Background: an optimization exercise with open tools, aiming at small area. Do not read the settings as production practice. The RTL was checked by simulation tests, not by an equivalence proof against the original design. The clock input has no modelled driver; a real chip could not lean on it and would need a root buffer or a full tree. Power figures rest on the tool's default switching activity, not on a simulated workload.

job 7005:
Design cajero, start of the top module:
module cajero(
  Clk, Reset, PIN, TARJETA_RECIBIDA, TIPO_TRANS, DIGITO, DIGITO_STB,
  MONTO, MONTO_STB, BALANCE_ACTUALIZADO, ENTREGAR_DINERO, FONDOS_INSUFICIENTES,
  PIN_INCORRECTO, ADVERTENCIA, Bloqueo, TIPO_STB
);
Size: ~3200 um^2 of cells after synthesis.
clock: 6.0 ns
lec_check: 0
cap_margin: 20
core_margin: 2
core_utilization: 40
slew_margin: 20
synth_hierarchical: 1
synth_minimum_keep_size: 0
standard.sh (not shown) runs the stock make flow with config.mk's settings and CLKGATE_MAP_FILE= SYNTH_SCRIPT=/design/flow/synth_recipe.tcl, a recipe that flattens the netlist after the stock synthesis.
==> flow/flow/run.sh <==
#!/bin/bash
# Own layout flow: the standard ORFS flow with two changes:
#  - synthesis maps the logic with an area-oriented ABC script (flow/abc_area.script),
#  - ports are buffered with sky130_fd_sc_hd__buf_1 instead of the default buffer,
#  - the clock tree is four clkbuf_8 driven by the clock port (flow/my_cts.tcl).
# Each tool's output goes to the ORFS logs under orfs/logs; make's own output to make_*.log.
set -euo pipefail
work=$(pwd)
rm -rf "$work/scripts_area"
cp -r "$FLOW_HOME/scripts" "$work/scripts_area"
cp "$work/flow/abc_area.script" "$work/scripts_area/abc_area.script"
# clock tree: the clock port drives three clkbuf_8, one per cluster of flip-flops
cp "$work/flow/my_cts.tcl" "$work/scripts_area/my_cts.tcl"
sed -i 's|^log_cmd clock_tree_synthesis {\*}\$cts_args$|source $::env(SCRIPTS_DIR)/my_cts.tcl\nmy_cts 3 sky130_fd_sc_hd__clkbuf_8\nset_propagated_clock [all_clocks]|' "$work/scripts_area/cts.tcl"
grep -q "^my_cts 3" "$work/scripts_area/cts.tcl"
bash standard.sh SCRIPTS_DIR="$work/scripts_area" ABC_AREA=1 \
  "BUFFER_PORTS_ARGS=-buffer_cell sky130_fd_sc_hd__buf_1" \
  finish > "$work/make_finish.log" 2>&1
==> flow/flow/my_cts.tcl <==
# Clock tree: the clock port drives NLEAF clock buffers directly, each driving
# the flip-flops of one cluster (clusters of equal size from k-means on the
# flip-flop locations).
proc my_cts { nleaf buf } {
  set block [ord::get_db_block]
  set pins {}
  set pts {}
  foreach p [get_pins -of_objects [get_nets Clk]] {
    if { [get_property $p direction] != "input" } { continue }
    set inst [[sta::sta_to_db_pin $p] getInst]
    set bb [$inst getBBox]
    lappend pins $p
    lappend pts [list [expr ([$bb xMin] + [$bb xMax]) / 2.0] [expr ([$bb yMin] + [$bb yMax]) / 2.0]]
  }
  set n [llength $pins]
  # initial centers: spread along sorted x+y
  set order [lsort -real -indices [lmap pt $pts { expr [lindex $pt 0] + [lindex $pt 1] }]]
  set centers {}
  for { set k 0 } { $k < $nleaf } { incr k } {
    lappend centers [lindex $pts [lindex $order [expr int(($k + 0.5) * $n / $nleaf)]]]
  }
  for { set it 0 } { $it < 50 } { incr it } {
    # balanced assignment: at most cap flip-flops per cluster, nearest first
    set cap [expr ($n + $nleaf - 1) / $nleaf]
    set cand {}
    for { set i 0 } { $i < $n } { incr i } {
      set pt [lindex $pts $i]
      for { set k 0 } { $k < $nleaf } { incr k } {
        set c [lindex $centers $k]
        lappend cand [list [expr abs([lindex $pt 0] - [lindex $c 0]) + abs([lindex $pt 1] - [lindex $c 1])] $i $k]
      }
    }
    set asg [lrepeat $n -1]
    set fill [lrepeat $nleaf 0]
    foreach cd [lsort -real -index 0 $cand] {
      lassign $cd d i k
      if { [lindex $asg $i] >= 0 || [lindex $fill $k] >= $cap } { continue }
      lset asg $i $k
      lset fill $k [expr [lindex $fill $k] + 1]
    }
    set nc {}
    for { set k 0 } { $k < $nleaf } { incr k } {
      set sx 0; set sy 0; set cnt 0
      foreach pt $pts a $asg { if { $a == $k } { set sx [expr $sx + [lindex $pt 0]]; set sy [expr $sy + [lindex $pt 1]]; incr cnt } }
      if { $cnt > 0 } { lappend nc [list [expr $sx / $cnt] [expr $sy / $cnt]] } else { lappend nc [lindex $centers $k] }
    }
    set centers $nc
  }
  set dbu [$block getDbUnitsPerMicron]
  for { set k 0 } { $k < $nleaf } { incr k } {
    set grp {}
    foreach p $pins a $asg { if { $a == $k } { lappend grp $p } }
    if { [llength $grp] == 0 } { continue }
    set c [lindex $centers $k]
    puts "clock cluster $k: [llength $grp] flip-flops at [expr [lindex $c 0] / $dbu] [expr [lindex $c 1] / $dbu]"
    insert_buffer -buffer_cell $buf -net Clk -load_pins $grp \
      -location [list [expr [lindex $c 0] / $dbu] [expr [lindex $c 1] / $dbu]] \
      -buffer_name clkbuf_leaf_$k -net_name clknet_leaf_$k
  }
}
Other scripts of this flow, unchanged in this note and not shown: flow/flow/abc_area.script
Relative to job 7005, the following input files were edited for job 349:
==> flow/flow/run.sh <==
#!/bin/bash
# Own layout flow: the standard ORFS flow with two changes:
#  - synthesis maps the logic with an area-oriented ABC script (flow/abc_area.script),
#  - ports are buffered with sky130_fd_sc_hd__buf_1 instead of the default buffer,
#  - the clock tree is four clkbuf_8 driven by the clock port (flow/my_cts.tcl).
# Each tool's output goes to the ORFS logs under orfs/logs; make's own output to make_*.log.
set -euo pipefail
work=$(pwd)
rm -rf "$work/scripts_area"
cp -r "$FLOW_HOME/scripts" "$work/scripts_area"
cp "$work/flow/abc_area.script" "$work/scripts_area/abc_area.script"
# clock tree: the clock port drives four clkbuf_8, one per cluster of flip-flops
cp "$work/flow/my_cts.tcl" "$work/scripts_area/my_cts.tcl"
sed -i 's|^log_cmd clock_tree_synthesis {\*}\$cts_args$|source $::env(SCRIPTS_DIR)/my_cts.tcl\nmy_cts 4 sky130_fd_sc_hd__clkbuf_8\nset_propagated_clock [all_clocks]|' "$work/scripts_area/cts.tcl"
grep -q "^my_cts 4" "$work/scripts_area/cts.tcl"
bash standard.sh SCRIPTS_DIR="$work/scripts_area" ABC_AREA=1 \
  "BUFFER_PORTS_ARGS=-buffer_cell sky130_fd_sc_hd__buf_1" \
  finish > "$work/make_finish.log" 2>&1
-- flow/flow/my_cts.tcl --
<<< job 7005, line 1
# Clock tree: the clock port drives NLEAF clock buffers directly, each driving
# the flip-flops of one cluster (clusters of equal size from k-means on the
# flip-flop locations).
proc my_cts { nleaf buf } {
  set block [ord::get_db_block]
>>> job 349, line 1
# Clock tree: the clock port drives NLEAF clock buffers directly, each driving
# the flip-flops of one cluster (clusters from k-means on the flip-flop locations).
proc my_cts { nleaf buf } {
  set block [ord::get_db_block]
<<< job 7005, line 21
  }
  for { set it 0 } { $it < 50 } { incr it } {
    # balanced assignment: at most cap flip-flops per cluster, nearest first
    set cap [expr ($n + $nleaf - 1) / $nleaf]
    set cand {}
    for { set i 0 } { $i < $n } { incr i } {
      set pt [lindex $pts $i]
      for { set k 0 } { $k < $nleaf } { incr k } {
        set c [lindex $centers $k]
        lappend cand [list [expr abs([lindex $pt 0] - [lindex $c 0]) + abs([lindex $pt 1] - [lindex $c 1])] $i $k]
      }
    }
    set asg [lrepeat $n -1]
    set fill [lrepeat $nleaf 0]
    foreach cd [lsort -real -index 0 $cand] {
      lassign $cd d i k
      if { [lindex $asg $i] >= 0 || [lindex $fill $k] >= $cap } { continue }
      lset asg $i $k
      lset fill $k [expr [lindex $fill $k] + 1]
    }
    set nc {}
>>> job 349, line 20
  }
  for { set it 0 } { $it < 50 } { incr it } {
    set asg {}
    foreach pt $pts {
      set best 0; set bd 1e30
      for { set k 0 } { $k < $nleaf } { incr k } {
        set c [lindex $centers $k]
        set d [expr abs([lindex $pt 0] - [lindex $c 0]) + abs([lindex $pt 1] - [lindex $c 1])]
        if { $d < $bd } { set bd $d; set best $k }
      }
      lappend asg $best
    }
    set nc {}
- Per the final summary, job 349 finished and its layout is clean on timing, DRC and antenna.
- Looking at worst hold slack across job 349 and job 7005, the one that comes out lower is job 349.
- Area overhead of the layout relative to synthesis for job 349: 0.42 points up relative to job 7005
- Re net switching component of the power: job 349 and job 7005 aren't equal, and the lower value belongs to job 349.
- On wire length on met3, the lower figure sits with job 349, not job 7005.
- Reported for job 349 and job 7005, number of flip-flops and latches turned out identical to the last digit.
- Source-to-sink clock delay at the later pin of the worst-skew pair sits lower in job 349 than in job 7005.
- Cell area power density (job 349 over job 7005): increase, 1.1%
- Multi-input logic cell count came out exactly the same in job 349 and job 7005.
- Number of placed instances, taps included: job 7005 vs job 349 identical
- Re power share of the combinational group: job 7005 was higher than job 349.
- Setup slack was lower in the run labelled job 349.
## Diff of input files: job 9849 against job 349
# job 349
export LEC_CHECK = 0
export CAP_MARGIN = 20
export CORE_MARGIN = 2
export CORE_UTILIZATION = 40
export SLEW_MARGIN = 20
export SYNTH_HIERARCHICAL = 1
export SYNTH_MINIMUM_KEEP_SIZE = 0
create_clock -name core_clock -period 6.0 [get_ports {Clk}]
# job 9849
export LEC_CHECK = 0
export CAP_MARGIN = 20
export CORE_MARGIN = 2
export CORE_UTILIZATION = 65
export SLEW_MARGIN = 20
export SYNTH_HIERARCHICAL = 1
export SYNTH_MINIMUM_KEEP_SIZE = 0
create_clock -name core_clock -period 6.0 [get_ports {Clk}]
==> flow/flow/run.sh <==
#!/bin/bash
# Own layout flow: the standard ORFS flow with two changes:
#  - synthesis maps the logic with an area-oriented ABC script (flow/abc_area.script),
#  - ports are buffered with sky130_fd_sc_hd__buf_1 instead of the default buffer,
#  - the clock tree is three clkbuf_8 driven by the clock port (flow/my_cts.tcl).
# Each tool's output goes to the ORFS logs under orfs/logs; make's own output to make_*.log.
set -euo pipefail
work=$(pwd)
rm -rf "$work/scripts_area"
cp -r "$FLOW_HOME/scripts" "$work/scripts_area"
cp "$work/flow/abc_area.script" "$work/scripts_area/abc_area.script"
# clock tree: the clock port drives three clkbuf_8, one per cluster of flip-flops
cp "$work/flow/my_cts.tcl" "$work/scripts_area/my_cts.tcl"
sed -i 's|^log_cmd clock_tree_synthesis {\*}\$cts_args$|source $::env(SCRIPTS_DIR)/my_cts.tcl\nmy_cts 3 sky130_fd_sc_hd__clkbuf_8\nset_propagated_clock [all_clocks]|' "$work/scripts_area/cts.tcl"
grep -q "^my_cts 3" "$work/scripts_area/cts.tcl"
bash standard.sh SCRIPTS_DIR="$work/scripts_area" ABC_AREA=1 \
  "BUFFER_PORTS_ARGS=-buffer_cell sky130_fd_sc_hd__buf_1" \
  finish > "$work/make_finish.log" 2>&1
-- flow/flow/my_cts.tcl --
<<< job 349, line 1
# Clock tree: the clock port drives NLEAF clock buffers directly, each driving
# the flip-flops of one cluster (clusters from k-means on the flip-flop locations).
proc my_cts { nleaf buf } {
  set block [ord::get_db_block]
>>> job 9849, line 1
# Clock tree: the clock port drives NLEAF clock buffers directly, each driving
# the flip-flops of one cluster (clusters of equal size from k-means on the
# flip-flop locations).
proc my_cts { nleaf buf } {
  set block [ord::get_db_block]
<<< job 349, line 20
  }
  for { set it 0 } { $it < 50 } { incr it } {
    set asg {}
    foreach pt $pts {
      set best 0; set bd 1e30
      for { set k 0 } { $k < $nleaf } { incr k } {
        set c [lindex $centers $k]
        set d [expr abs([lindex $pt 0] - [lindex $c 0]) + abs([lindex $pt 1] - [lindex $c 1])]
        if { $d < $bd } { set bd $d; set best $k }
      }
      lappend asg $best
    }
    set nc {}
>>> job 9849, line 21
  }
  for { set it 0 } { $it < 50 } { incr it } {
    # balanced assignment: at most cap flip-flops per cluster, nearest first
    set cap [expr ($n + $nleaf - 1) / $nleaf]
    set cand {}
    for { set i 0 } { $i < $n } { incr i } {
      set pt [lindex $pts $i]
      for { set k 0 } { $k < $nleaf } { incr k } {
        set c [lindex $centers $k]
        lappend cand [list [expr abs([lindex $pt 0] - [lindex $c 0]) + abs([lindex $pt 1] - [lindex $c 1])] $i $k]
      }
    }
    set asg [lrepeat $n -1]
    set fill [lrepeat $nleaf 0]
    foreach cd [lsort -real -index 0 $cand] {
      lassign $cd d i k
      if { [lindex $asg $i] >= 0 || [lindex $fill $k] >= $cap } { continue }
      lset asg $i $k
      lset fill $k [expr [lindex $fill $k] + 1]
    }
    set nc {}
[summary]
- Job 9849 vs job 349 — total power dropped 1.7%.
- Power per unit of standard cell area delta (job 9849 -> job 349): insignificant
- Looking at final hold slack, job 9849 sits 0.015 ns above job 349.
- Cell area (lower): job 9849
- In the metrics for job 9849 and job 349, the one carrying the lower internal power contribution is job 9849.
No run of this note takes its clock network from TritonCTS; it comes from the design's own scripts or RTL.

## re-timing with driven ports
The flow's constraints put no driver on any port. The routed layouts listed below were extracted and timed again, unchanged, in two steps. Step 1 sets driving cells, clkbuf_16 on the clock port and buf_2 on the other inputs (assumed; they add their load-dependent delay and slew). Step 2 also shifts input and output timing later by t, the mid clock arrival at the registers, as if the neighbouring blocks saw the same clock. a / b / c = no drivers / after step 1 / after step 2; a / b = the first two.
run	shift t [ns]	setup WS [ns]	hold WS [ns]	worst register clock-pin slew, ns	cell pins on the clock port's net
job 7005	0.216	0.420 / 0.399 / 0.399	0.476 / 0.476 / 0.476	0.12 / 0.12	3
job 349	0.204	0.411 / 0.390 / 0.390	0.467 / 0.467 / 0.467	0.10 / 0.10	4
job 9849	0.210	0.433 / 0.414 / 0.414	0.482 / 0.482 / 0.482	0.12 / 0.12	3
After both steps setup and hold are still met in every run listed.
